Background: an optimization exercise with open tools, aiming at small area. Do not read the settings as production practice. Where RTL was checked, it was by simulation tests only, not by an equivalence proof against the original. Only the layout flow was run in run 1; the RTL was not checked for function there. The clock port is modelled as an ideal driver; clocking choices that lean on that would not hold on a real chip. Power is estimated from default activity; no workload was simulated.

==> flow/design.v (outline; a module is shown in full before it is edited, if it fits) <==
// module fa_cell: 10 lines
// module sel_cell: 11 lines
// module conv_l1: 2237 lines
module conv_l1(
    	input clk,
    	input reset,
    	input [7:0] pxl_in,
		input [7:0] kernel_00, input [7:0] kernel_01, input [7:0] kernel_02,
		input [7:0] kernel_10, input [7:0] kernel_11, input [7:0] kernel_12,
		input [7:0] kernel_20, input [7:0] kernel_21, input [7:0] kernel_22,
    	output [15:0] pxl_out,
		output valid
    );
  // ...
==> flow/flow/run.sh <==
#!/bin/bash
# The standard layout (standard.sh) with a leaner clock tree: clock tree
# synthesis builds sink clusters of buf_12 without dummy loads, then
# post_cts.tcl resizes each leaf buffer to the smallest that keeps the
# flip-flop clock-pin slew under LEAF_SLEW_PS.
set -euo pipefail
here=$(cd "$(dirname "$0")" && pwd)
export CTS_ARGS="-sink_clustering_enable -repair_clock_nets -dont_use_dummy_load -sink_clustering_size 33 -sink_clustering_max_diameter 80 -buf_list sky130_fd_sc_hd__buf_12 -tree_buf sky130_fd_sc_hd__buf_4"
export POST_CTS_TCL="$here/post_cts.tcl"
export LEAF_SLEW_PS=119
export IO_CONSTRAINTS="$here/io.tcl"
export BUFFER_PORTS_ARGS="-buffer_cell sky130_fd_sc_hd__buf_2"
bash standard.sh > standard.log 2>&1
==> flow/flow/io.tcl <==
# All ports on one stretch of the left edge, next to each other, so the
# adder tree and the pixel taps gather there instead of spreading over the die.
set die [[ord::get_db_block] getDieArea]
set h [expr {[$die dy] / 1000.0}]
set lo [expr {int($h / 2 - 85)}]
set hi [expr {int($h / 2 + 85)}]
set_io_pin_constraint -pin_names [get_ports *] -region left:$lo-$hi
==> flow/flow/leafsize.tcl <==
# Resize each clock-tree leaf buffer (one that drives only flip-flop clock
# pins) to the smallest of the candidate buffers (listed by rising area) that
# keeps the slew at its flip-flops' clock pins at most target_ps; if none
# does, to the candidate with the lowest slew.
proc leaf_worst_slew {sinks} {
  set w 0
  foreach pin $sinks {
    foreach q {slew_max_rise slew_max_fall} {
      set s [get_property $pin $q]
      if {$s > $w} { set w $s }
    }
  }
  return $w
}

proc leaf_resize {target_ps cands} {
  set target [expr {$target_ps / 1000.0}]
  set block [ord::get_db_block]
  set n 0
  set before 0.0
  set after 0.0
  foreach inst [$block getInsts] {
    if {![string match "clkbuf_*" [$inst getName]]} continue
    set out ""
    foreach it [$inst getITerms] { if {[$it isOutputSignal]} { set out [$it getNet] } }
    if {$out eq "" || $out eq "NULL"} continue
    set leaf 1
    foreach it [$out getITerms] {
      if {[$it isOutputSignal]} continue
      if {![string match "*__df*" [[[$it getInst] getMaster] getName]]} { set leaf 0; break }
    }
    if {!$leaf} continue
    set sinks [get_pins -of_objects [get_nets [$out getName]] -filter "direction==input"]
    if {[llength $sinks] == 0} continue
    set m [$inst getMaster]
    set before [expr {$before + [$m getWidth] * [$m getHeight] / 1e6}]
    set iname [$inst getName]
    set chosen ""
    set best ""
    set bestw 1e9
    foreach c $cands {
      replace_cell [get_cells $iname] $c
      set w [leaf_worst_slew $sinks]
      if {$w <= $target} { set chosen $c; break }
      if {$w < $bestw} { set bestw $w; set best $c }
    }
    if {$chosen eq ""} { set chosen $best; replace_cell [get_cells $iname] $chosen }
    set m [$inst getMaster]
    set after [expr {$after + [$m getWidth] * [$m getHeight] / 1e6}]
    incr n
  }
  puts [format "leaf_resize: %d leaf buffers, area %.1f -> %.1f um2" $n $before $after]
}
==> flow/flow/post_cts.tcl <==
# Runs at the end of ORFS's CTS step (POST_CTS_TCL): resize the clock-tree
# leaf buffers to the smallest that keeps the flip-flop clock-pin slew low.
source [file join [file dirname [info script]] leafsize.tcl]
set_propagated_clock [all_clocks]
estimate_parasitics -placement
leaf_resize $::env(LEAF_SLEW_PS) {sky130_fd_sc_hd__buf_2 sky130_fd_sc_hd__buf_4 sky130_fd_sc_hd__buf_6 sky130_fd_sc_hd__buf_8 sky130_fd_sc_hd__buf_12 sky130_fd_sc_hd__clkbuf_16 sky130_fd_sc_hd__buf_16}
detailed_placement
check_placement -verbose
==> flow/standard.sh <==
#!/bin/bash
# synth_recipe.tcl (not shown) runs the flow's synth.tcl, then flattens the netlist and writes it again
# the make line also repeats each setting of config.mk as NAME=value (left out here)
make -C /OpenROAD-flow-scripts/flow DESIGN_CONFIG=/design/flow/config.mk WORK_HOME=/design/flow/orfs CLKGATE_MAP_FILE= SYNTH_SCRIPT=/design/flow/synth_recipe.tcl "${@:-finish}"
==> flow/config.mk <==
export PLATFORM = sky130hd
export DESIGN_NAME = conv_l1
export DESIGN_NICKNAME = conv_l1
export VERILOG_FILES = /design/flow/design.v
export SDC_FILE = /design/flow/constraint.sdc
export NUM_CORES = 8
export LEC_CHECK = 0
export CAP_MARGIN = 20
export CORE_MARGIN = 2
export CORE_UTILIZATION = 60
export GPL_TIMING_DRIVEN = 0
export PLACE_DENSITY = 0.75
export SETUP_SLACK_MARGIN = 0.1
export SLEW_MARGIN = 20
export SYNTH_HIERARCHICAL = 1
==> flow/constraint.sdc <==
create_clock -name core_clock -period 12.0 [get_ports {clk}]
set_input_delay 2.4000 -clock core_clock [delete_from_list [all_inputs] [get_ports {clk}]]
set_output_delay 2.4000 -clock core_clock [all_outputs]
set_load 0.01 [all_outputs]
==> results.cfg, run 1 <==
[sta]
final.period_utilization_pct = 101
setup_viol = 4
fin_ws_ns = -0.109

[route]
drt_iter0_drc = 7980

[finish]
top_register = line
nNonClkBuffers = 138
diodes = 29
final_area_um2 = 423000
num-fill-cells = 44639
seqCellArea_um2 = 387000
clockNetworkAreaShare_pct = 2.94
final_core_util_pct = 63.9

[yosys]
synth-async-reset-ratio_pct = 0
synth.avg_cell_area_um2 = 19.6
synth-seq-area-share_pct = 96.9

[cts]
cts_sinks = 19309
cts_tree = done
worstSkewPairLatency_ns = 1.54

[flow_run]
cap_violations = 0

[floorplanning]
core_area_um2 = 663000
die_h_um = 819

[run_status]
check-failures = negative setup slack
status = finished with violations

[pwr]
power_mw = 93.7

[setup_path]
cp_num_cells = 22
r2r_start = counter1[0]$_SDFF_PP0_

[hold_path]
hold-path-endpoint = line[88]$_DFF_P_
==> run 2: changes to the inputs <==
--- a/flow/design.v
+++ b/flow/design.v
@@ -1819,369 +1819,369 @@
 	fa_cell f926(s917, s921, 1'b1, s925, c926);
 	fa_cell f930(pp773, pp787, pp801, s929, c930);
 	fa_cell f934(s929, pp33, pp41, s933, c934);
 	fa_cell f938(pp49, pp225, pp233, s937, c938);
 	fa_cell f942(pp241, pp417, pp425, s941, c942);
 	fa_cell f946(pp433, pp609, pp617, s945, c946);
 	fa_cell f950(pp625, c906, c910, s949, c950);
 	fa_cell f954(c914, s933, s937, s953, c954);
-	fa_cell f958(s941, s945, s949, s957, c958);
-	fa_cell f962(c918, s953, c922, s961, c962);
+	fa_cell f958(s941, s945, c918, s957, c958);
+	fa_cell f962(s949, s953, c922, s961, c962);
 	fa_cell f966(s957, s961, c926, s965, c966);
 	fa_cell f970(pp775, pp789, pp803, s969, c970);
 	fa_cell f974(pp817, c930, s969, s973, c974);
-	fa_cell f978(pp35, pp43, pp51, s977, c978);
-	fa_cell f982(pp59, pp227, pp235, s981, c982);
-	fa_cell f986(pp243, pp251, pp419, s985, c986);
-	fa_cell f990(pp427, pp435, pp443, s989, c990);
-	fa_cell f994(pp611, pp619, pp627, s993, c994);
-	fa_cell f998(pp635, s973, c934, s997, c998);
+	fa_cell f978(pp43, pp51, pp59, s977, c978);
+	fa_cell f982(pp235, pp243, pp251, s981, c982);
+	fa_cell f986(pp427, pp435, pp443, s985, c986);
+	fa_cell f990(pp619, pp627, pp635, s989, c990);
+	fa_cell f994(s973, pp35, pp227, s993, c994);
+	fa_cell f998(pp419, pp611, c934, s997, c998);
 	fa_cell f1002(c938, c942, c946, s1001, c1002);
 	fa_cell f1006(s977, s981, s985, s1005, c1006);
 	fa_cell f1010(s989, s993, c950, s1009, c1010);
-	fa_cell f1014(s997, s1001, c954, s1013, c1014);
+	fa_cell f1014(c954, s997, s1001, s1013, c1014);
 	fa_cell f1018(s1005, c958, s1009, s1017, c1018);
 	fa_cell f1022(s1013, c962, s1017, s1021, c1022);
 	fa_cell f1026(c966, s1021, 1'b1, s1025, c1026);
 	fa_cell f1030(pp777, pp791, pp805, s1029, c1030);
 	fa_cell f1034(pp819, pp833, c970, s1033, c1034);
-	fa_cell f1038(s1029, pp37, pp45, s1037, c1038);
+	fa_cell f1038(s1029, s1033, c974, s1037, c1038);
 	fa_cell f1042(pp53, pp61, pp69, s1041, c1042);
-	fa_cell f1046(pp113, pp229, pp237, s1045, c1046);
-	fa_cell f1050(pp245, pp253, pp261, s1049, c1050);
-	fa_cell f1054(pp305, pp421, pp429, s1053, c1054);
-	fa_cell f1058(pp437, pp445, pp453, s1057, c1058);
-	fa_cell f1062(pp497, pp613, pp621, s1061, c1062);
-	fa_cell f1066(pp629, pp637, pp645, s1065, c1066);
-	fa_cell f1070(pp689, s1033, c974, s1069, c1070);
+	fa_cell f1046(pp113, pp245, pp253, s1045, c1046);
+	fa_cell f1050(pp261, pp305, pp437, s1049, c1050);
+	fa_cell f1054(pp445, pp453, pp497, s1053, c1054);
+	fa_cell f1058(pp629, pp637, pp645, s1057, c1058);
+	fa_cell f1062(pp689, pp37, pp229, s1061, c1062);
+	fa_cell f1066(pp421, pp613, pp45, s1065, c1066);
+	fa_cell f1070(pp237, pp429, pp621, s1069, c1070);
 	fa_cell f1074(c978, c982, c986, s1073, c1074);
-	fa_cell f1078(c990, c994, s1037, s1077, c1078);
-	fa_cell f1082(s1041, s1045, s1049, s1081, c1082);
-	fa_cell f1086(s1053, s1057, s1061, s1085, c1086);
+	fa_cell f1078(c990, s1037, s1041, s1077, c1078);
+	fa_cell f1082(s1045, s1049, s1053, s1081, c1082);
+	fa_cell f1086(s1057, s1061, c994, s1085, c1086);
 	fa_cell f1090(s1065, s1069, c998, s1089, c1090);
-	fa_cell f1094(c1002, s1073, c1006, s1093, c1094);
+	fa_cell f1094(c1002, c1006, s1073, s1093, c1094);
 	fa_cell f1098(s1077, s1081, s1085, s1097, c1098);
-	fa_cell f1102(c1010, c1014, s1089, s1101, c1102);
+	fa_cell f1102(c1010, s1089, c1014, s1101, c1102);
 	fa_cell f1106(s1093, s1097, c1018, s1105, c1106);
 	fa_cell f1110(s1101, c1022, s1105, s1109, c1110);
 	fa_cell f1114(pp779, pp793, pp807, s1113, c1114);
 	fa_cell f1118(pp821, pp835, pp849, s1117, c1118);
 	fa_cell f1122(c1030, s1113, s1117, s1121, c1122);
-	fa_cell f1126(pp47, pp55, pp63, s1125, c1126);
-	fa_cell f1130(pp71, pp79, pp115, s1129, c1130);
-	fa_cell f1134(pp123, pp239, pp247, s1133, c1134);
-	fa_cell f1138(pp255, pp263, pp271, s1137, c1138);
-	fa_cell f1142(pp307, pp315, pp431, s1141, c1142);
-	fa_cell f1146(pp439, pp447, pp455, s1145, c1146);
-	fa_cell f1150(pp463, pp499, pp507, s1149, c1150);
-	fa_cell f1154(pp623, pp631, pp639, s1153, c1154);
-	fa_cell f1158(pp647, pp655, pp691, s1157, c1158);
-	fa_cell f1162(pp699, c1034, s1121, s1161, c1162);
+	fa_cell f1126(c1034, pp63, pp71, s1125, c1126);
+	fa_cell f1130(pp79, pp115, pp123, s1129, c1130);
+	fa_cell f1134(pp255, pp263, pp271, s1133, c1134);
+	fa_cell f1138(pp307, pp315, pp447, s1137, c1138);
+	fa_cell f1142(pp455, pp463, pp499, s1141, c1142);
+	fa_cell f1146(pp507, pp639, pp647, s1145, c1146);
+	fa_cell f1150(pp655, pp691, pp699, s1149, c1150);
+	fa_cell f1154(s1121, pp47, pp239, s1153, c1154);
+	fa_cell f1158(pp431, pp623, pp55, s1157, c1158);
+	fa_cell f1162(pp247, pp439, pp631, s1161, c1162);
 	fa_cell f1166(c1038, c1042, c1046, s1165, c1166);
 	fa_cell f1170(c1050, c1054, c1058, s1169, c1170);
-	fa_cell f1174(c1062, c1066, s1125, s1173, c1174);
-	fa_cell f1178(s1129, s1133, s1137, s1177, c1178);
-	fa_cell f1182(s1141, s1145, s1149, s1181, c1182);
-	fa_cell f1186(s1153, s1157, c1070, s1185, c1186);
-	fa_cell f1190(s1161, c1074, s1165, s1189, c1190);
-	fa_cell f1194(s1169, c1078, c1082, s1193, c1194);
-	fa_cell f1198(c1086, s1173, s1177, s1197, c1198);
+	fa_cell f1174(s1125, s1129, s1133, s1173, c1174);
+	fa_cell f1178(s1137, s1141, s1145, s1177, c1178);
+	fa_cell f1182(s1149, c1062, s1153, s1181, c1182);
+	fa_cell f1186(c1066, c1070, s1157, s1185, c1186);
+	fa_cell f1190(s1161, c1074, c1078, s1189, c1190);
+	fa_cell f1194(c1082, s1165, s1169, s1193, c1194);
+	fa_cell f1198(s1173, s1177, c1086, s1197, c1198);
 	fa_cell f1202(s1181, s1185, c1090, s1201, c1202);
-	fa_cell f1206(c1094, s1189, c1098, s1205, c1206);
-	fa_cell f1210(s1193, s1197, s1201, s1209, c1210);
-	fa_cell f1214(c1102, s1205, c1106, s1213, c1214);
+	fa_cell f1206(c1094, s1189, s1193, s1205, c1206);
+	fa_cell f1210(s1197, c1098, c1102, s1209, c1210);
+	fa_cell f1214(s1201, s1205, c1106, s1213, c1214);
 	fa_cell f1218(s1209, s1213, 1'b1, s1217, c1218);
 	fa_cell f1222(pp781, pp795, pp809, s1221, c1222);
 	fa_cell f1226(pp823, pp837, pp851, s1225, c1226);
 	fa_cell f1230(pp865, c1114, c1118, s1229, c1230);
-	fa_cell f1234(s1221, s1225, pp57, s1233, c1234);
-	fa_cell f1238(pp65, pp73, pp81, s1237, c1238);
+	fa_cell f1234(s1221, s1225, s1229, s1233, c1234);
+	fa_cell f1238(c1122, pp73, pp81, s1237, c1238);
 	fa_cell f1242(pp89, pp117, pp125, s1241, c1242);
-	fa_cell f1246(pp133, pp249, pp257, s1245, c1246);
-	fa_cell f1250(pp265, pp273, pp281, s1249, c1250);
-	fa_cell f1254(pp309, pp317, pp325, s1253, c1254);
-	fa_cell f1258(pp441, pp449, pp457, s1257, c1258);
-	fa_cell f1262(pp465, pp473, pp501, s1261, c1262);
-	fa_cell f1266(pp509, pp517, pp633, s1265, c1266);
-	fa_cell f1270(pp641, pp649, pp657, s1269, c1270);
-	fa_cell f1274(pp665, pp693, pp701, s1273, c1274);
-	fa_cell f1278(pp709, s1229, c1122, s1277, c1278);
+	fa_cell f1246(pp133, pp265, pp273, s1245, c1246);
+	fa_cell f1250(pp281, pp309, pp317, s1249, c1250);
+	fa_cell f1254(pp325, pp457, pp465, s1253, c1254);
+	fa_cell f1258(pp473, pp501, pp509, s1257, c1258);
+	fa_cell f1262(pp517, pp649, pp657, s1261, c1262);
+	fa_cell f1266(pp665, pp693, pp701, s1265, c1266);
+	fa_cell f1270(pp709, pp57, pp249, s1269, c1270);
+	fa_cell f1274(pp441, pp633, pp65, s1273, c1274);
+	fa_cell f1278(pp257, pp449, pp641, s1277, c1278);
 	fa_cell f1282(c1126, c1130, c1134, s1281, c1282);
 	fa_cell f1286(c1138, c1142, c1146, s1285, c1286);
-	fa_cell f1290(c1150, c1154, c1158, s1289, c1290);
-	fa_cell f1294(s1233, s1237, s1241, s1293, c1294);
-	fa_cell f1298(s1245, s1249, s1253, s1297, c1298);
-	fa_cell f1302(s1257, s1261, s1265, s1301, c1302);
-	fa_cell f1306(s1269, s1273, c1162, s1305, c1306);
+	fa_cell f1290(c1150, s1233, s1237, s1289, c1290);
+	fa_cell f1294(s1241, s1245, s1249, s1293, c1294);
+	fa_cell f1298(s1253, s1257, s1261, s1297, c1298);
+	fa_cell f1302(s1265, c1154, s1269, s1301, c1302);
+	fa_cell f1306(c1158, c1162, s1273, s1305, c1306);
 	fa_cell f1310(s1277, c1166, c1170, s1309, c1310);
-	fa_cell f1314(s1281, s1285, s1289, s1313, c1314);
-	fa_cell f1318(c1174, c1178, c1182, s1317, c1318);
-	fa_cell f1322(s1293, s1297, s1301, s1321, c1322);
+	fa_cell f1314(c1174, c1178, s1281, s1313, c1314);
+	fa_cell f1318(s1285, s1289, s1293, s1317, c1318);
+	fa_cell f1322(s1297, c1182, s1301, s1321, c1322);
 	fa_cell f1326(c1186, s1305, c1190, s1325, c1326);
-	fa_cell f1330(c1194, s1309, s1313, s1329, c1330);
-	fa_cell f1334(c1198, s1317, s1321, s1333, c1334);
-	fa_cell f1338(c1202, c1206, s1325, s1337, c1338);
+	fa_cell f1330(s1309, c1194, s1313, s1329, c1330);
+	fa_cell f1334(s1317, c1198, s1321, s1333, c1334);
+	fa_cell f1338(c1202, s1325, c1206, s1337, c1338);
 	fa_cell f1342(s1329, s1333, c1210, s1341, c1342);
 	fa_cell f1346(s1337, c1214, s1341, s1345, c1346);
 	fa_cell f1350(pp783, pp797, pp811, s1349, c1350);
 	fa_cell f1354(pp825, pp839, pp853, s1353, c1354);
 	fa_cell f1358(pp867, pp881, c1222, s1357, c1358);
 	fa_cell f1362(c1226, s1349, s1353, s1361, c1362);
-	fa_cell f1366(pp67, pp75, pp83, s1365, c1366);
-	fa_cell f1370(pp91, pp99, pp119, s1369, c1370);
-	fa_cell f1374(pp127, pp135, pp143, s1373, c1374);
-	fa_cell f1378(pp259, pp267, pp275, s1377, c1378);
-	fa_cell f1382(pp283, pp291, pp311, s1381, c1382);
-	fa_cell f1386(pp319, pp327, pp335, s1385, c1386);
-	fa_cell f1390(pp451, pp459, pp467, s1389, c1390);
-	fa_cell f1394(pp475, pp483, pp503, s1393, c1394);
-	fa_cell f1398(pp511, pp519, pp527, s1397, c1398);
-	fa_cell f1402(pp643, pp651, pp659, s1401, c1402);
-	fa_cell f1406(pp667, pp675, pp695, s1405, c1406);
-	fa_cell f1410(pp703, pp711, pp719, s1409, c1410);
-	fa_cell f1414(c1230, s1357, s1361, s1413, c1414);
+	fa_cell f1366(c1230, s1357, pp83, s1365, c1366);
+	fa_cell f1370(pp91, pp99, pp127, s1369, c1370);
+	fa_cell f1374(pp135, pp143, pp275, s1373, c1374);
+	fa_cell f1378(pp283, pp291, pp319, s1377, c1378);
+	fa_cell f1382(pp327, pp335, pp467, s1381, c1382);
+	fa_cell f1386(pp475, pp483, pp511, s1385, c1386);
+	fa_cell f1390(pp519, pp527, pp659, s1389, c1390);
+	fa_cell f1394(pp667, pp675, pp703, s1393, c1394);
+	fa_cell f1398(pp711, pp719, s1361, s1397, c1398);
+	fa_cell f1402(pp67, pp259, pp451, s1401, c1402);
+	fa_cell f1406(pp643, pp75, pp119, s1405, c1406);
+	fa_cell f1410(pp267, pp311, pp459, s1409, c1410);
+	fa_cell f1414(pp503, pp651, pp695, s1413, c1414);
 	fa_cell f1418(c1234, c1238, c1242, s1417, c1418);
 	fa_cell f1422(c1246, c1250, c1254, s1421, c1422);
 	fa_cell f1426(c1258, c1262, c1266, s1425, c1426);
-	fa_cell f1430(c1270, c1274, s1365, s1429, c1430);
-	fa_cell f1434(s1369, s1373, s1377, s1433, c1434);
-	fa_cell f1438(s1381, s1385, s1389, s1437, c1438);
-	fa_cell f1442(s1393, s1397, s1401, s1441, c1442);
-	fa_cell f1446(s1405, s1409, c1278, s1445, c1446);
+	fa_cell f1430(s1365, s1369, s1373, s1429, c1430);
+	fa_cell f1434(s1377, s1381, s1385, s1433, c1434);
+	fa_cell f1438(s1389, s1393, s1397, s1437, c1438);
+	fa_cell f1442(c1270, s1401, c1274, s1441, c1442);
+	fa_cell f1446(c1278, s1405, s1409, s1445, c1446);
 	fa_cell f1450(s1413, c1282, c1286, s1449, c1450);
-	fa_cell f1454(c1290, s1417, s1421, s1453, c1454);
-	fa_cell f1458(s1425, c1294, c1298, s1457, c1458);
-	fa_cell f1462(c1302, s1429, s1433, s1461, c1462);
-	fa_cell f1466(s1437, s1441, c1306, s1465, c1466);
-	fa_cell f1470(s1445, c1310, c1314, s1469, c1470);
-	fa_cell f1474(c1318, s1449, s1453, s1473, c1474);
-	fa_cell f1478(c1322, s1457, s1461, s1477, c1478);
-	fa_cell f1482(s1465, c1326, c1330, s1481, c1482);
-	fa_cell f1486(s1469, s1473, c1334, s1485, c1486);
+	fa_cell f1454(c1290, c1294, c1298, s1453, c1454);
+	fa_cell f1458(s1417, s1421, s1425, s1457, c1458);
+	fa_cell f1462(s1429, s1433, s1437, s1461, c1462);
+	fa_cell f1466(c1302, c1306, s1441, s1465, c1466);
+	fa_cell f1470(s1445, c1310, s1449, s1469, c1470);
+	fa_cell f1474(c1314, c1318, s1453, s1473, c1474);
+	fa_cell f1478(s1457, s1461, c1322, s1477, c1478);
+	fa_cell f1482(s1465, c1326, s1469, s1481, c1482);
+	fa_cell f1486(c1330, s1473, c1334, s1485, c1486);
 	fa_cell f1490(s1477, c1338, s1481, s1489, c1490);
 	fa_cell f1494(s1485, c1342, s1489, s1493, c1494);
 	fa_cell f1498(pp799, pp813, pp827, s1497, c1498);
 	fa_cell f1502(pp841, pp855, pp869, s1501, c1502);
 	fa_cell f1506(pp883, c1350, c1354, s1505, c1506);
-	fa_cell f1510(s1497, s1501, pp77, s1509, c1510);
-	fa_cell f1514(pp85, pp93, pp101, s1513, c1514);
-	fa_cell f1518(pp121, pp129, pp137, s1517, c1518);
-	fa_cell f1522(pp145, pp153, pp269, s1521, c1522);
-	fa_cell f1526(pp277, pp285, pp293, s1525, c1526);
-	fa_cell f1530(pp313, pp321, pp329, s1529, c1530);
-	fa_cell f1534(pp337, pp345, pp461, s1533, c1534);
-	fa_cell f1538(pp469, pp477, pp485, s1537, c1538);
-	fa_cell f1542(pp505, pp513, pp521, s1541, c1542);
-	fa_cell f1546(pp529, pp537, pp653, s1545, c1546);
-	fa_cell f1550(pp661, pp669, pp677, s1549, c1550);
-	fa_cell f1554(pp697, pp705, pp713, s1553, c1554);
-	fa_cell f1558(pp721, pp729, c1358, s1557, c1558);
-	fa_cell f1562(s1505, c1362, c1366, s1561, c1562);
-	fa_cell f1566(c1370, c1374, c1378, s1565, c1566);
-	fa_cell f1570(c1382, c1386, c1390, s1569, c1570);
-	fa_cell f1574(c1394, c1398, c1402, s1573, c1574);
-	fa_cell f1578(c1406, c1410, s1509, s1577, c1578);
-	fa_cell f1582(s1513, s1517, s1521, s1581, c1582);
-	fa_cell f1586(s1525, s1529, s1533, s1585, c1586);
-	fa_cell f1590(s1537, s1541, s1545, s1589, c1590);
-	fa_cell f1594(s1549, s1553, s1557, s1593, c1594);
-	fa_cell f1598(c1414, c1418, c1422, s1597, c1598);
-	fa_cell f1602(c1426, s1561, s1565, s1601, c1602);
-	fa_cell f1606(s1569, s1573, c1430, s1605, c1606);
-	fa_cell f1610(c1434, c1438, c1442, s1609, c1610);
-	fa_cell f1614(s1577, s1581, s1585, s1613, c1614);
-	fa_cell f1618(s1589, c1446, s1593, s1617, c1618);
-	fa_cell f1622(c1450, c1454, c1458, s1621, c1622);
-	fa_cell f1626(s1597, s1601, c1462, s1625, c1626);
-	fa_cell f1630(s1605, s1609, s1613, s1629, c1630);
-	fa_cell f1634(c1466, s1617, c1470, s1633, c1634);
-	fa_cell f1638(c1474, s1621, c1478, s1637, c1638);
-	fa_cell f1642(s1625, s1629, c1482, s1641, c1642);
-	fa_cell f1646(s1633, c1486, s1637, s1645, c1646);
-	fa_cell f1650(s1641, c1490, s1645, s1649, c1650);
+	fa_cell f1510(s1497, s1501, c1358, s1509, c1510);
+	fa_cell f1514(s1505, c1362, pp93, s1513, c1514);
+	fa_cell f1518(pp101, pp137, pp145, s1517, c1518);
+	fa_cell f1522(pp153, pp285, pp293, s1521, c1522);
+	fa_cell f1526(pp329, pp337, pp345, s1525, c1526);
+	fa_cell f1530(pp477, pp485, pp521, s1529, c1530);
+	fa_cell f1534(pp529, pp537, pp669, s1533, c1534);
+	fa_cell f1538(pp677, pp713, pp721, s1537, c1538);
+	fa_cell f1542(pp729, pp77, pp121, s1541, c1542);
+	fa_cell f1546(pp269, pp313, pp461, s1545, c1546);
+	fa_cell f1550(pp505, pp653, pp697, s1549, c1550);
+	fa_cell f1554(pp85, pp129, pp277, s1553, c1554);
+	fa_cell f1558(pp321, pp469, pp513, s1557, c1558);
+	fa_cell f1562(pp661, pp705, s1509, s1561, c1562);
+	fa_cell f1566(c1366, c1370, c1374, s1565, c1566);
+	fa_cell f1570(c1378, c1382, c1386, s1569, c1570);
+	fa_cell f1574(c1390, c1394, c1398, s1573, c1574);
+	fa_cell f1578(s1513, s1517, s1521, s1577, c1578);
+	fa_cell f1582(s1525, s1529, s1533, s1581, c1582);
+	fa_cell f1586(s1537, c1402, s1541, s1585, c1586);
+	fa_cell f1590(s1545, s1549, c1406, s1589, c1590);
+	fa_cell f1594(c1410, c1414, s1553, s1593, c1594);
+	fa_cell f1598(s1557, c1418, c1422, s1597, c1598);
+	fa_cell f1602(c1426, s1561, c1430, s1601, c1602);
+	fa_cell f1606(c1434, s1565, s1569, s1605, c1606);
+	fa_cell f1610(s1573, c1438, s1577, s1609, c1610);
+	fa_cell f1614(s1581, c1442, s1585, s1613, c1614);
+	fa_cell f1618(c1446, s1589, s1593, s1617, c1618);
+	fa_cell f1622(c1450, c1454, s1597, s1621, c1622);
+	fa_cell f1626(c1458, s1601, s1605, s1625, c1626);
+	fa_cell f1630(c1462, s1609, c1466, s1629, c1630);
+	fa_cell f1634(s1613, s1617, c1470, s1633, c1634);
+	fa_cell f1638(s1621, c1474, s1625, s1637, c1638);
+	fa_cell f1642(c1478, s1629, c1482, s1641, c1642);
+	fa_cell f1646(s1633, s1637, c1486, s1645, c1646);
+	fa_cell f1650(c1490, s1641, s1645, s1649, c1650);
 	fa_cell f1654(pp815, pp829, pp843, s1653, c1654);
 	fa_cell f1658(pp857, pp871, pp885, s1657, c1658);
 	fa_cell f1662(c1498, c1502, s1653, s1661, c1662);
-	fa_cell f1666(s1657, pp87, pp95, s1665, c1666);
-	fa_cell f1670(pp103, pp131, pp139, s1669, c1670);
-	fa_cell f1674(pp147, pp155, pp163, s1673, c1674);
-	fa_cell f1678(pp279, pp287, pp295, s1677, c1678);
-	fa_cell f1682(pp323, pp331, pp339, s1681, c1682);
-	fa_cell f1686(pp347, pp355, pp471, s1685, c1686);
-	fa_cell f1690(pp479, pp487, pp515, s1689, c1690);
-	fa_cell f1694(pp523, pp531, pp539, s1693, c1694);
-	fa_cell f1698(pp547, pp663, pp671, s1697, c1698);
-	fa_cell f1702(pp679, pp707, pp715, s1701, c1702);
-	fa_cell f1706(pp723, pp731, pp739, s1705, c1706);
-	fa_cell f1710(c1506, s1661, c1510, s1709, c1710);
+	fa_cell f1666(s1657, c1506, pp103, s1665, c1666);
+	fa_cell f1670(pp147, pp155, pp163, s1669, c1670);
+	fa_cell f1674(pp295, pp339, pp347, s1673, c1674);
+	fa_cell f1678(pp355, pp487, pp531, s1677, c1678);
+	fa_cell f1682(pp539, pp547, pp679, s1681, c1682);
+	fa_cell f1686(pp723, pp731, pp739, s1685, c1686);
+	fa_cell f1690(s1661, pp87, pp131, s1689, c1690);
+	fa_cell f1694(pp279, pp323, pp471, s1693, c1694);
+	fa_cell f1698(pp515, pp663, pp707, s1697, c1698);
+	fa_cell f1702(pp95, pp139, pp287, s1701, c1702);
+	fa_cell f1706(pp331, pp479, pp523, s1705, c1706);
+	fa_cell f1710(pp671, pp715, c1510, s1709, c1710);
 	fa_cell f1714(c1514, c1518, c1522, s1713, c1714);
 	fa_cell f1718(c1526, c1530, c1534, s1717, c1718);
-	fa_cell f1722(c1538, c1542, c1546, s1721, c1722);
-	fa_cell f1726(c1550, c1554, s1665, s1725, c1726);
-	fa_cell f1730(s1669, s1673, s1677, s1729, c1730);
-	fa_cell f1734(s1681, s1685, s1689, s1733, c1734);
-	fa_cell f1738(s1693, s1697, s1701, s1737, c1738);
-	fa_cell f1742(s1705, c1558, c1562, s1741, c1742);
-	fa_cell f1746(c1566, c1570, c1574, s1745, c1746);
-	fa_cell f1750(s1709, s1713, s1717, s1749, c1750);
-	fa_cell f1754(s1721, c1578, c1582, s1753, c1754);
-	fa_cell f1758(c1586, c1590, s1725, s1757, c1758);
-	fa_cell f1762(s1729, s1733, s1737, s1761, c1762);
-	fa_cell f1766(c1594, c1598, c1602, s1765, c1766);
-	fa_cell f1770(c1606, c1610, s1741, s1769, c1770);
-	fa_cell f1774(s1745, s1749, c1614, s1773, c1774);
-	fa_cell f1778(s1753, s1757, s1761, s1777, c1778);
-	fa_cell f1782(c1618, c1622, c1626, s1781, c1782);
-	fa_cell f1786(s1765, s1769, c1630, s1785, c1786);
-	fa_cell f1790(s1773, s1777, c1634, s1789, c1790);
-	fa_cell f1794(c1638, s1781, s1785, s1793, c1794);
-	fa_cell f1798(c1642, s1789, c1646, s1797, c1798);
-	fa_cell f1802(s1793, c1650, 1'b1, s1801, c1802);
+	fa_cell f1722(c1538, s1665, s1669, s1721, c1722);
+	fa_cell f1726(s1673, s1677, s1681, s1725, c1726);
+	fa_cell f1730(s1685, c1542, c1546, s1729, c1730);
+	fa_cell f1734(c1550, s1689, s1693, s1733, c1734);
+	fa_cell f1738(s1697, c1554, c1558, s1737, c1738);
+	fa_cell f1742(s1701, s1705, c1562, s1741, c1742);
+	fa_cell f1746(s1709, c1566, c1570, s1745, c1746);
+	fa_cell f1750(c1574, c1578, c1582, s1749, c1750);
+	fa_cell f1754(s1713, s1717, s1721, s1753, c1754);
+	fa_cell f1758(s1725, c1586, c1590, s1757, c1758);
+	fa_cell f1762(s1729, s1733, c1594, s1761, c1762);
+	fa_cell f1766(s1737, c1598, s1741, s1765, c1766);
+	fa_cell f1770(c1602, s1745, c1606, s1769, c1770);
+	fa_cell f1774(c1610, s1749, s1753, s1773, c1774);
+	fa_cell f1778(c1614, s1757, c1618, s1777, c1778);
+	fa_cell f1782(s1761, c1622, s1765, s1781, c1782);
+	fa_cell f1786(c1626, s1769, s1773, s1785, c1786);
+	fa_cell f1790(c1630, s1777, c1634, s1789, c1790);
+	fa_cell f1794(s1781, c1638, s1785, s1793, c1794);
+	fa_cell f1798(c1642, s1789, s1793, s1797, c1798);
+	fa_cell f1802(c1646, s1797, 1'b1, s1801, c1802);
 	fa_cell f1806(pp831, pp845, pp859, s1805, c1806);
 	fa_cell f1810(pp873, pp887, c1654, s1809, c1810);
-	fa_cell f1814(c1658, s1805, pp97, s1813, c1814);
-	fa_cell f1818(pp105, pp141, pp149, s1817, c1818);
-	fa_cell f1822(pp157, pp165, pp173, s1821, c1822);
-	fa_cell f1826(pp289, pp297, pp333, s1825, c1826);
-	fa_cell f1830(pp341, pp349, pp357, s1829, c1830);
-	fa_cell f1834(pp365, pp481, pp489, s1833, c1834);
-	fa_cell f1838(pp525, pp533, pp541, s1837, c1838);
-	fa_cell f1842(pp549, pp557, pp673, s1841, c1842);
-	fa_cell f1846(pp681, pp717, pp725, s1845, c1846);
-	fa_cell f1850(pp733, pp741, pp749, s1849, c1850);
-	fa_cell f1854(s1809, c1662, c1666, s1853, c1854);
+	fa_cell f1814(c1658, s1805, s1809, s1813, c1814);
+	fa_cell f1818(c1662, pp157, pp165, s1817, c1818);
+	fa_cell f1822(pp173, pp349, pp357, s1821, c1822);
+	fa_cell f1826(pp365, pp541, pp549, s1825, c1826);
+	fa_cell f1830(pp557, pp733, pp741, s1829, c1830);
+	fa_cell f1834(pp749, pp97, pp141, s1833, c1834);
+	fa_cell f1838(pp289, pp333, pp481, s1837, c1838);
+	fa_cell f1842(pp525, pp673, pp717, s1841, c1842);
+	fa_cell f1846(pp105, pp149, pp297, s1845, c1846);
+	fa_cell f1850(pp341, pp489, pp533, s1849, c1850);
+	fa_cell f1854(pp681, pp725, c1666, s1853, c1854);
 	fa_cell f1858(c1670, c1674, c1678, s1857, c1858);
-	fa_cell f1862(c1682, c1686, c1690, s1861, c1862);
-	fa_cell f1866(c1694, c1698, c1702, s1865, c1866);
-	fa_cell f1870(c1706, s1813, s1817, s1869, c1870);
-	fa_cell f1874(s1821, s1825, s1829, s1873, c1874);
-	fa_cell f1878(s1833, s1837, s1841, s1877, c1878);
+	fa_cell f1862(c1682, c1686, s1813, s1861, c1862);
+	fa_cell f1866(s1817, s1821, s1825, s1865, c1866);
+	fa_cell f1870(s1829, c1690, c1694, s1869, c1870);
+	fa_cell f1874(c1698, s1833, s1837, s1873, c1874);
+	fa_cell f1878(s1841, c1702, c1706, s1877, c1878);
 	fa_cell f1882(s1845, s1849, c1710, s1881, c1882);
 	fa_cell f1886(c1714, c1718, c1722, s1885, c1886);
-	fa_cell f1890(s1853, s1857, s1861, s1889, c1890);
-	fa_cell f1894(s1865, c1726, c1730, s1893, c1894);
+	fa_cell f1890(c1726, s1853, s1857, s1889, c1890);
+	fa_cell f1894(s1861, s1865, c1730, s1893, c1894);
 	fa_cell f1898(c1734, c1738, s1869, s1897, c1898);
 	fa_cell f1902(s1873, s1877, c1742, s1901, c1902);
-	fa_cell f1906(c1746, c1750, c1754, s1905, c1906);
-	fa_cell f1910(s1881, s1885, s1889, s1909, c1910);
-	fa_cell f1914(c1758, c1762, s1893, s1913, c1914);
-	fa_cell f1918(s1897, c1766, s1901, s1917, c1918);
-	fa_cell f1922(c1770, c1774, s1905, s1921, c1922);
+	fa_cell f1906(s1881, c1746, c1750, s1905, c1906);
+	fa_cell f1910(c1754, s1885, s1889, s1909, c1910);
+	fa_cell f1914(s1893, c1758, c1762, s1913, c1914);
+	fa_cell f1918(s1897, s1901, c1766, s1917, c1918);
+	fa_cell f1922(c1770, s1905, c1774, s1921, c1922);
 	fa_cell f1926(s1909, c1778, s1913, s1925, c1926);
-	fa_cell f1930(s1917, c1782, c1786, s1929, c1930);
+	fa_cell f1930(c1782, s1917, c1786, s1929, c1930);
 	fa_cell f1934(s1921, s1925, c1790, s1933, c1934);
-	fa_cell f1938(s1929, c1794, s1933, s1937, c1938);
+	fa_cell f1938(c1794, s1929, s1933, s1937, c1938);
 	fa_cell f1942(c1798, s1937, 1'b1, s1941, c1942);
 	fa_cell f1946(pp847, pp861, pp875, s1945, c1946);
 	fa_cell f1950(pp889, c1806, s1945, s1949, c1950);
-	fa_cell f1954(pp107, pp151, pp159, s1953, c1954);
-	fa_cell f1958(pp167, pp175, pp183, s1957, c1958);
-	fa_cell f1962(pp299, pp343, pp351, s1961, c1962);
-	fa_cell f1966(pp359, pp367, pp375, s1965, c1966);
-	fa_cell f1970(pp491, pp535, pp543, s1969, c1970);
-	fa_cell f1974(pp551, pp559, pp567, s1973, c1974);
-	fa_cell f1978(pp683, pp727, pp735, s1977, c1978);
-	fa_cell f1982(pp743, pp751, pp759, s1981, c1982);
-	fa_cell f1986(c1810, s1949, c1814, s1985, c1986);
+	fa_cell f1954(c1810, pp167, pp175, s1953, c1954);
+	fa_cell f1958(pp183, pp359, pp367, s1957, c1958);
+	fa_cell f1962(pp375, pp551, pp559, s1961, c1962);
+	fa_cell f1966(pp567, pp743, pp751, s1965, c1966);
+	fa_cell f1970(pp759, s1949, pp107, s1969, c1970);
+	fa_cell f1974(pp151, pp299, pp343, s1973, c1974);
+	fa_cell f1978(pp491, pp535, pp683, s1977, c1978);
+	fa_cell f1982(pp727, pp159, pp351, s1981, c1982);
+	fa_cell f1986(pp543, pp735, c1814, s1985, c1986);
 	fa_cell f1990(c1818, c1822, c1826, s1989, c1990);
-	fa_cell f1994(c1830, c1834, c1838, s1993, c1994);
-	fa_cell f1998(c1842, c1846, c1850, s1997, c1998);
-	fa_cell f2002(s1953, s1957, s1961, s2001, c2002);
-	fa_cell f2006(s1965, s1969, s1973, s2005, c2006);
-	fa_cell f2010(s1977, s1981, c1854, s2009, c2010);
-	fa_cell f2014(c1858, c1862, c1866, s2013, c2014);
-	fa_cell f2018(s1985, s1989, s1993, s2017, c2018);
-	fa_cell f2022(s1997, c1870, c1874, s2021, c2022);
-	fa_cell f2026(c1878, s2001, s2005, s2025, c2026);
-	fa_cell f2030(c1882, c1886, c1890, s2029, c2030);
-	fa_cell f2034(c1894, s2009, s2013, s2033, c2034);
-	fa_cell f2038(s2017, c1898, s2021, s2037, c2038);
+	fa_cell f1994(c1830, s1953, s1957, s1993, c1994);
+	fa_cell f1998(s1961, s1965, c1834, s1997, c1998);
+	fa_cell f2002(c1838, c1842, s1969, s2001, c2002);
+	fa_cell f2006(s1973, s1977, c1846, s2005, c2006);
+	fa_cell f2010(c1850, s1981, c1854, s2009, c2010);
+	fa_cell f2014(c1858, c1862, s1985, s2013, c2014);
+	fa_cell f2018(c1866, s1989, s1993, s2017, c2018);
+	fa_cell f2022(c1870, c1874, c1878, s2021, c2022);
+	fa_cell f2026(s1997, s2001, s2005, s2025, c2026);
+	fa_cell f2030(c1882, c1886, s2009, s2029, c2030);
+	fa_cell f2034(c1890, s2013, s2017, s2033, c2034);
+	fa_cell f2038(c1894, c1898, s2021, s2037, c2038);
 	fa_cell f2042(s2025, c1902, c1906, s2041, c2042);
-	fa_cell f2046(c1910, s2029, s2033, s2045, c2046);
+	fa_cell f2046(s2029, c1910, s2033, s2045, c2046);
 	fa_cell f2050(c1914, s2037, c1918, s2049, c2050);
-	fa_cell f2054(c1922, s2041, s2045, s2053, c2054);
+	fa_cell f2054(s2041, c1922, s2045, s2053, c2054);
 	fa_cell f2058(c1926, s2049, c1930, s2057, c2058);
 	fa_cell f2062(s2053, c1934, s2057, s2061, c2062);
 	fa_cell f2066(c1938, s2061, 1'b1, s2065, c2066);
 	fa_cell f2070(pp863, pp877, pp891, s2069, c2070);
-	fa_cell f2074(c1946, s2069, pp161, s2073, c2074);
-	fa_cell f2078(pp169, pp177, pp185, s2077, c2078);
-	fa_cell f2082(pp353, pp361, pp369, s2081, c2082);
-	fa_cell f2086(pp377, pp545, pp553, s2085, c2086);
-	fa_cell f2090(pp561, pp569, pp737, s2089, c2090);
-	fa_cell f2094(pp745, pp753, pp761, s2093, c2094);
-	fa_cell f2098(c1950, c1954, c1958, s2097, c2098);
-	fa_cell f2102(c1962, c1966, c1970, s2101, c2102);
-	fa_cell f2106(c1974, c1978, c1982, s2105, c2106);
-	fa_cell f2110(s2073, s2077, s2081, s2109, c2110);
-	fa_cell f2114(s2085, s2089, s2093, s2113, c2114);
+	fa_cell f2074(c1946, s2069, c1950, s2073, c2074);
+	fa_cell f2078(pp177, pp185, pp369, s2077, c2078);
+	fa_cell f2082(pp377, pp561, pp569, s2081, c2082);
+	fa_cell f2086(pp753, pp761, pp161, s2085, c2086);
+	fa_cell f2090(pp353, pp545, pp737, s2089, c2090);
+	fa_cell f2094(pp169, pp361, pp553, s2093, c2094);
+	fa_cell f2098(pp745, c1954, c1958, s2097, c2098);
+	fa_cell f2102(c1962, c1966, s2073, s2101, c2102);
+	fa_cell f2106(s2077, s2081, c1970, s2105, c2106);
+	fa_cell f2110(c1974, c1978, s2085, s2109, c2110);
+	fa_cell f2114(s2089, c1982, s2093, s2113, c2114);
 	fa_cell f2118(c1986, c1990, c1994, s2117, c2118);
-	fa_cell f2122(c1998, s2097, s2101, s2121, c2122);
-	fa_cell f2126(s2105, c2002, c2006, s2125, c2126);
+	fa_cell f2122(s2097, s2101, c1998, s2121, c2122);
+	fa_cell f2126(c2002, c2006, s2105, s2125, c2126);
 	fa_cell f2130(s2109, s2113, c2010, s2129, c2130);
-	fa_cell f2134(c2014, c2018, c2022, s2133, c2134);
-	fa_cell f2138(s2117, s2121, c2026, s2137, c2138);
-	fa_cell f2142(s2125, c2030, s2129, s2141, c2142);
+	fa_cell f2134(c2014, c2018, s2117, s2133, c2134);
+	fa_cell f2138(s2121, c2022, s2125, s2137, c2138);
+	fa_cell f2142(c2026, c2030, s2129, s2141, c2142);
 	fa_cell f2146(c2034, s2133, c2038, s2145, c2146);
 	fa_cell f2150(s2137, c2042, s2141, s2149, c2150);
 	fa_cell f2154(c2046, s2145, c2050, s2153, c2154);
 	fa_cell f2158(s2149, c2054, s2153, s2157, c2158);
 	fa_cell f2162(c2058, s2157, c2062, s2161, c2162);
 	fa_cell f2166(pp879, pp893, c2070, s2165, c2166);
-	fa_cell f2170(pp171, pp179, pp187, s2169, c2170);
-	fa_cell f2174(pp363, pp371, pp379, s2173, c2174);
-	fa_cell f2178(pp555, pp563, pp571, s2177, c2178);
-	fa_cell f2182(pp747, pp755, pp763, s2181, c2182);
-	fa_cell f2186(s2165, c2074, c2078, s2185, c2186);
-	fa_cell f2190(c2082, c2086, c2090, s2189, c2190);
-	fa_cell f2194(c2094, s2169, s2173, s2193, c2194);
-	fa_cell f2198(s2177, s2181, c2098, s2197, c2198);
-	fa_cell f2202(c2102, c2106, s2185, s2201, c2202);
-	fa_cell f2206(s2189, c2110, c2114, s2205, c2206);
-	fa_cell f2210(s2193, c2118, c2122, s2209, c2210);
-	fa_cell f2214(c2126, s2197, s2201, s2213, c2214);
-	fa_cell f2218(s2205, c2130, c2134, s2217, c2218);
-	fa_cell f2222(c2138, s2209, s2213, s2221, c2222);
-	fa_cell f2226(c2142, c2146, s2217, s2225, c2226);
+	fa_cell f2170(s2165, pp187, pp379, s2169, c2170);
+	fa_cell f2174(pp571, pp763, pp171, s2173, c2174);
+	fa_cell f2178(pp363, pp555, pp747, s2177, c2178);
+	fa_cell f2182(pp179, pp371, pp563, s2181, c2182);
+	fa_cell f2186(pp755, c2074, c2078, s2185, c2186);
+	fa_cell f2190(c2082, s2169, c2086, s2189, c2190);
+	fa_cell f2194(c2090, s2173, s2177, s2193, c2194);
+	fa_cell f2198(c2094, s2181, c2098, s2197, c2198);
+	fa_cell f2202(c2102, s2185, c2106, s2201, c2202);
+	fa_cell f2206(c2110, s2189, s2193, s2205, c2206);
+	fa_cell f2210(c2114, c2118, s2197, s2209, c2210);
+	fa_cell f2214(c2122, s2201, c2126, s2213, c2214);
+	fa_cell f2218(s2205, c2130, s2209, s2217, c2218);
+	fa_cell f2222(c2134, c2138, s2213, s2221, c2222);
+	fa_cell f2226(c2142, s2217, c2146, s2225, c2226);
 	fa_cell f2230(s2221, c2150, s2225, s2229, c2230);
 	fa_cell f2234(c2154, s2229, c2158, s2233, c2234);
-	fa_cell f2238(pp895, pp181, pp189, s2237, c2238);
-	fa_cell f2242(pp373, pp381, pp565, s2241, c2242);
-	fa_cell f2246(pp573, pp757, pp765, s2245, c2246);
-	fa_cell f2250(c2166, c2170, c2174, s2249, c2250);
-	fa_cell f2254(c2178, c2182, s2237, s2253, c2254);
-	fa_cell f2258(s2241, s2245, c2186, s2257, c2258);
-	fa_cell f2262(c2190, s2249, c2194, s2261, c2262);
-	fa_cell f2266(s2253, c2198, c2202, s2265, c2266);
-	fa_cell f2270(c2206, s2257, s2261, s2269, c2270);
-	fa_cell f2274(c2210, c2214, s2265, s2273, c2274);
-	fa_cell f2278(s2269, c2218, c2222, s2277, c2278);
-	fa_cell f2282(s2273, c2226, s2277, s2281, c2282);
+	fa_cell f2238(pp895, c2166, pp181, s2237, c2238);
+	fa_cell f2242(pp373, pp565, pp757, s2241, c2242);
+	fa_cell f2246(pp189, pp381, pp573, s2245, c2246);
+	fa_cell f2250(pp765, c2170, c2174, s2249, c2250);
+	fa_cell f2254(c2178, s2237, s2241, s2253, c2254);
+	fa_cell f2258(c2182, s2245, c2186, s2257, c2258);
+	fa_cell f2262(c2190, c2194, s2249, s2261, c2262);
+	fa_cell f2266(s2253, c2198, s2257, s2265, c2266);
+	fa_cell f2270(c2202, c2206, s2261, s2269, c2270);
+	fa_cell f2274(c2210, s2265, c2214, s2273, c2274);
+	fa_cell f2278(s2269, c2218, s2273, s2277, c2278);
+	fa_cell f2282(c2222, c2226, s2277, s2281, c2282);
 	fa_cell f2286(c2230, s2281, 1'b1, s2285, c2286);
 	fa_cell f2290(pp191, pp383, pp575, s2289, c2290);
 	fa_cell f2294(pp767, c2238, c2242, s2293, c2294);
-	fa_cell f2298(c2246, s2289, c2250, s2297, c2298);
-	fa_cell f2302(s2293, c2254, c2258, s2301, c2302);
-	fa_cell f2306(c2262, s2297, c2266, s2305, c2306);
+	fa_cell f2298(s2289, c2246, c2250, s2297, c2298);
+	fa_cell f2302(c2254, s2293, c2258, s2301, c2302);
+	fa_cell f2306(s2297, c2262, c2266, s2305, c2306);
 	fa_cell f2310(s2301, c2270, s2305, s2309, c2310);
-	fa_cell f2314(c2274, c2278, s2309, s2313, c2314);
-	fa_cell f2318(s2313, c2282, 1'b1, s2317, c2318);
+	fa_cell f2314(c2274, s2309, c2278, s2313, c2314);
+	fa_cell f2318(c2282, s2313, 1'b1, s2317, c2318);
 	wire g4 = ~(c1026 | s1109);
 	wire p4 = c1026 ^ s1109;
 	wire g5 = ~(c1110 | s1217);
 	wire p5 = c1110 ^ s1217;
 	wire g6 = ~(c1218 | s1345);
 	wire p6 = c1218 ^ s1345;
 	wire g7 = ~(c1346 | s1493);
 	wire p7 = c1346 ^ s1493;
 	wire g8 = ~(c1494 | s1649);
 	wire p8 = c1494 ^ s1649;
-	wire g9 = ~(s1797 | s1801);
-	wire p9 = s1797 ^ s1801;
+	wire g9 = ~(c1650 | s1801);
+	wire p9 = c1650 ^ s1801;
 	wire g10 = ~(c1802 | s1941);
 	wire p10 = c1802 ^ s1941;
 	wire g11 = ~(c1942 | s2065);
 	wire p11 = c1942 ^ s2065;
 	wire g12 = ~(c2066 | s2161);
 	wire p12 = c2066 ^ s2161;
 	wire g13 = ~(s2233 | c2162);
 	wire p13 = s2233 ^ c2162;
==> flow/flow/run.sh (replaced) <==
#!/bin/bash
# The standard layout (standard.sh) with a leaner clock tree: clock tree
# synthesis builds sink clusters of buf_12 without dummy loads, then
# post_cts.tcl resizes each leaf buffer to the smallest that keeps the
# flip-flop clock-pin slew under LEAF_SLEW_PS.
set -euo pipefail
here=$(cd "$(dirname "$0")" && pwd)
export CTS_ARGS="-sink_clustering_enable -repair_clock_nets -dont_use_dummy_load -sink_clustering_size 33 -sink_clustering_max_diameter 80 -buf_list sky130_fd_sc_hd__buf_12 -tree_buf sky130_fd_sc_hd__buf_8"
export POST_CTS_TCL="$here/post_cts.tcl"
export LEAF_SLEW_PS=119
export IO_CONSTRAINTS="$here/io.tcl"
export BUFFER_PORTS_ARGS="-buffer_cell sky130_fd_sc_hd__buf_2"
bash standard.sh > standard.log 2>&1
==> run 2 against run 1 <==
Against the previous run: now clean on timing, DRC and antenna; clock skew down 0.12 ns; maximum frequency up 2.1%; clock power up 2%; non-clock buffer count down 11; setup slack better by 0.24 ns; sequential cell count unchanged; area after synthesis unchanged; combinational power up 52%; global-route usage up 0.33 points; design area up 0.20%; synthesized cell count unchanged; register-to-register slack better by 0.06 ns.
==> results.cfg, run 2 <==
[global_routing]
top_usage_layer = met1
grt_util_all_layers_pct = 13.0
use_met1_pct = 21.2
gr-usage-met3_pct = 2.34
overflow = 0
grt_pass1_wl_um = 706000
grt_pass1_vias = 126546
grt_start_max_net_pins = 34
use_met2_pct = 17.7
antenna_found_initial = 38

[setup_path]
crit_chain = buf_2, and2_1, a222oi_1, fa_1, fa_1, fa_2, fa_1, fa_2, fa_2, fa_1, fa_1, fa_1, inv_2, ha_4, nand2_4, o21ai_2, a41oi_2, fa_2, inv_2, buf_6
critPathKind = input pin to output pin
reg2regPathDepth = 4
cpMostUsedCell = fa_1
critPathMaxFanout = 10
cp-start-kind = input pin
crit_path_top_delay_cell = a222oi_1
cp.required_ns = 9.60
timing.reg2reg.setup_slack_ns = 10.45
cp-end-kind = output pin
arrival_ns = 9.47
critPathMaxStageDelay_ns = 0.74

[floorplanning]
initial_core_util_pct = 60.2
die_w_um = 819
num_rows = 299
io_pins = 99
die_area_um2 = 671000
die_h_um = 819
core_area_um2 = 663000

[sta]
fmax_mhz = 84.3
fin_skew_ns = 0.132
rsz0062_at_grt = true
whs_ns = 0.222
slew_viol_final = 0
fin_ws_ns = 0.135
tightest_slew_ns = 1.13
min_period_ns = 11.87
slew_headroom_pct = 25.0
setup-tns-final_ns = 0
hold_viol_final = 0
setup_viol = 0
final.period_utilization_pct = 98.9

[pwr]
leakage_nw = 165
power_mw = 96.7
vdd_drop_max_mv = 1.73
p_per_area_nw_per_um2 = 228

[finish]
final_area_um2 = 424000
seqCellArea_um2 = 387000
final_core_util_pct = 64.0
multi_input_area_um2 = 12600
biggestRegsByFlops = line: 19296 flops, counter1: 11 flops, counter2: 2 flops
area_growth_pct = 6.37
fin_nets = 21593
layout_commonest_cell = dfxtp_1
largest_reg_flops = 19296
drive_gt1_share_pct = 4.53
final_cell_mix = 19286 x dfxtp_1, 565 x buf_12, 297 x fa_1
num-fill-cells = 44561
fin_cells = 30004
top_register = line

[route]
drtAntennaViolNets = 0
post_drt_via_cell_ratio = 4.19
drcViolationCount = 0
num_vias = 125863
dr.pass1.iters = 13
routed_wl_um = 443000
wl_per_cell_um = 14.7
drt_iter0_drc = 8220

[hold_path]
hold_depth = 0
min_path_type = flip-flop to flip-flop

[cts]
cts_tree = done
cts.clk_slew.worst_paths_ns = 0.12
cts_sinks = 19309
worstSkewPairLatency_ns = 1.17

[flow_run]
cap_violations = 0

[run_status]
status = no timing/DRC/antenna violations

[placed_design]
gp_congestion = 0.852
place_ws_ns = -1.31
place_area_um2 = 410000
io_buffers = 90
hpwlAfterDp_um = 238000
dp.cells = 29307

[yosys]
ys_ff_latch = 19309
syn_inst = 20330
synth_top_cell_area_share_pct = 96.9
synth_enable_flop_cells = 0
synth.distinct_cells = 36
synth-seq-area-share_pct = 96.9
synth_top_cell_by_area = dfxtp_1
synth.area.top_cells = dfxtp_1 97%, fa_1 1.9%, a222oi_1 0.64%
synth_ff_type = dfxtp_1
synth.most_common_cell = dfxtp_1
synth_area_um2 = 399000
synth.avg_cell_area_um2 = 19.6
yosys_warnings = 7
synth-async-reset-ratio_pct = 0
yosys-top-cells-count = 19309 x dfxtp_1, 384 x fa_1, 256 x a222oi_1
==> run 2: cell counts after synthesis <==
No cell type changed its count.
==> run 2: worst paths after layout <==
path	start	end
worst max-delay path	kernel_11[3]	pxl_out[12]
worst min-delay path	line[8763]$_DFF_P_	line[8771]$_DFF_P_
worst max register to register	counter1[0]$_SDFF_PP0_	counter1[8]$_SDFF_PP0_
worst min register to register	line[8763]$_DFF_P_	line[8771]$_DFF_P_
==> run 2: kinds of logic after synthesis <==
family          share of synthesized area (%)
compound gates                          0.678
xor+xnor                               0.0351
fa+ha+maj                                1.99
buf+inv                                0.0583
flops                                    96.9
other cells                          0.000940
simple gates                            0.324
==> run 2: power breakdown <==
part	leakage [nW]	switching, mW	internal (mW)
registers	156	0.0279	64.1
clock network	6.12	16.8	8.28
logic	3.51	4.50	3.03
==> run 2: worst max-delay path, delay by kind of cell <==
family          cells  cell delay [ns]
fa+ha+maj          11             5.29
buf+inv             4             0.38
compound gates      3             0.95
simple gates        2             0.43
==> run 2: cell type report <==
class	instances	area share [%]
Clock buffer	666	3.05
Buffer	17	0.0336
Antenna cell	21	0.0124
Sequential cell	19309	91.1
Timing Repair Buffer	110	0.166
Inverter	35	0.0310
Multi-Input combinational cell	967	2.97
Tap cell	8879	2.62
==> run 2: metal layers <==
layer  vias up  routed length [µm]
li1      63908                   -
met1     59572              244000
met2      1508              166000
met3       853               18500
met4        22               13500
met5         -                 126
==> run 2: Yosys stat by module, one instance, submodules excluded <==
module	cell area (µm²)	flops+latches
fa_cell	20.0	0
sel_cell	10.0	0
conv_l1	389000	19309

[what the ideal ports hide]
In the flow no input, the clock included, has a driving cell. The finished layouts below were timed again as built, in two steps. Step 1 assumes that a clkbuf_16 drives the clock port and a buf_2 every other input. Step 2 times the ports against the registers' clock, not the clock port: input delays grow and output delays shrink by t, the midpoint of the rising clock arrivals with the driver on. Three values: ideal, step 1, step 2; two values: the first two.
run	t (ns)	slack for setup (ns)	hold WS [ns]	worst setup path after step 2
run 1	1.469	-0.109 / -0.207 / -0.145	0.076 / 0.076 / 0.076	input to output
run 2	1.192	0.135 / 0.033 / 0.033	0.222 / 0.222 / 0.222	input to output
The setup slack of run 2, which loses most, moves by -0.102 ns with the drivers and by -0.102 ns with both steps.
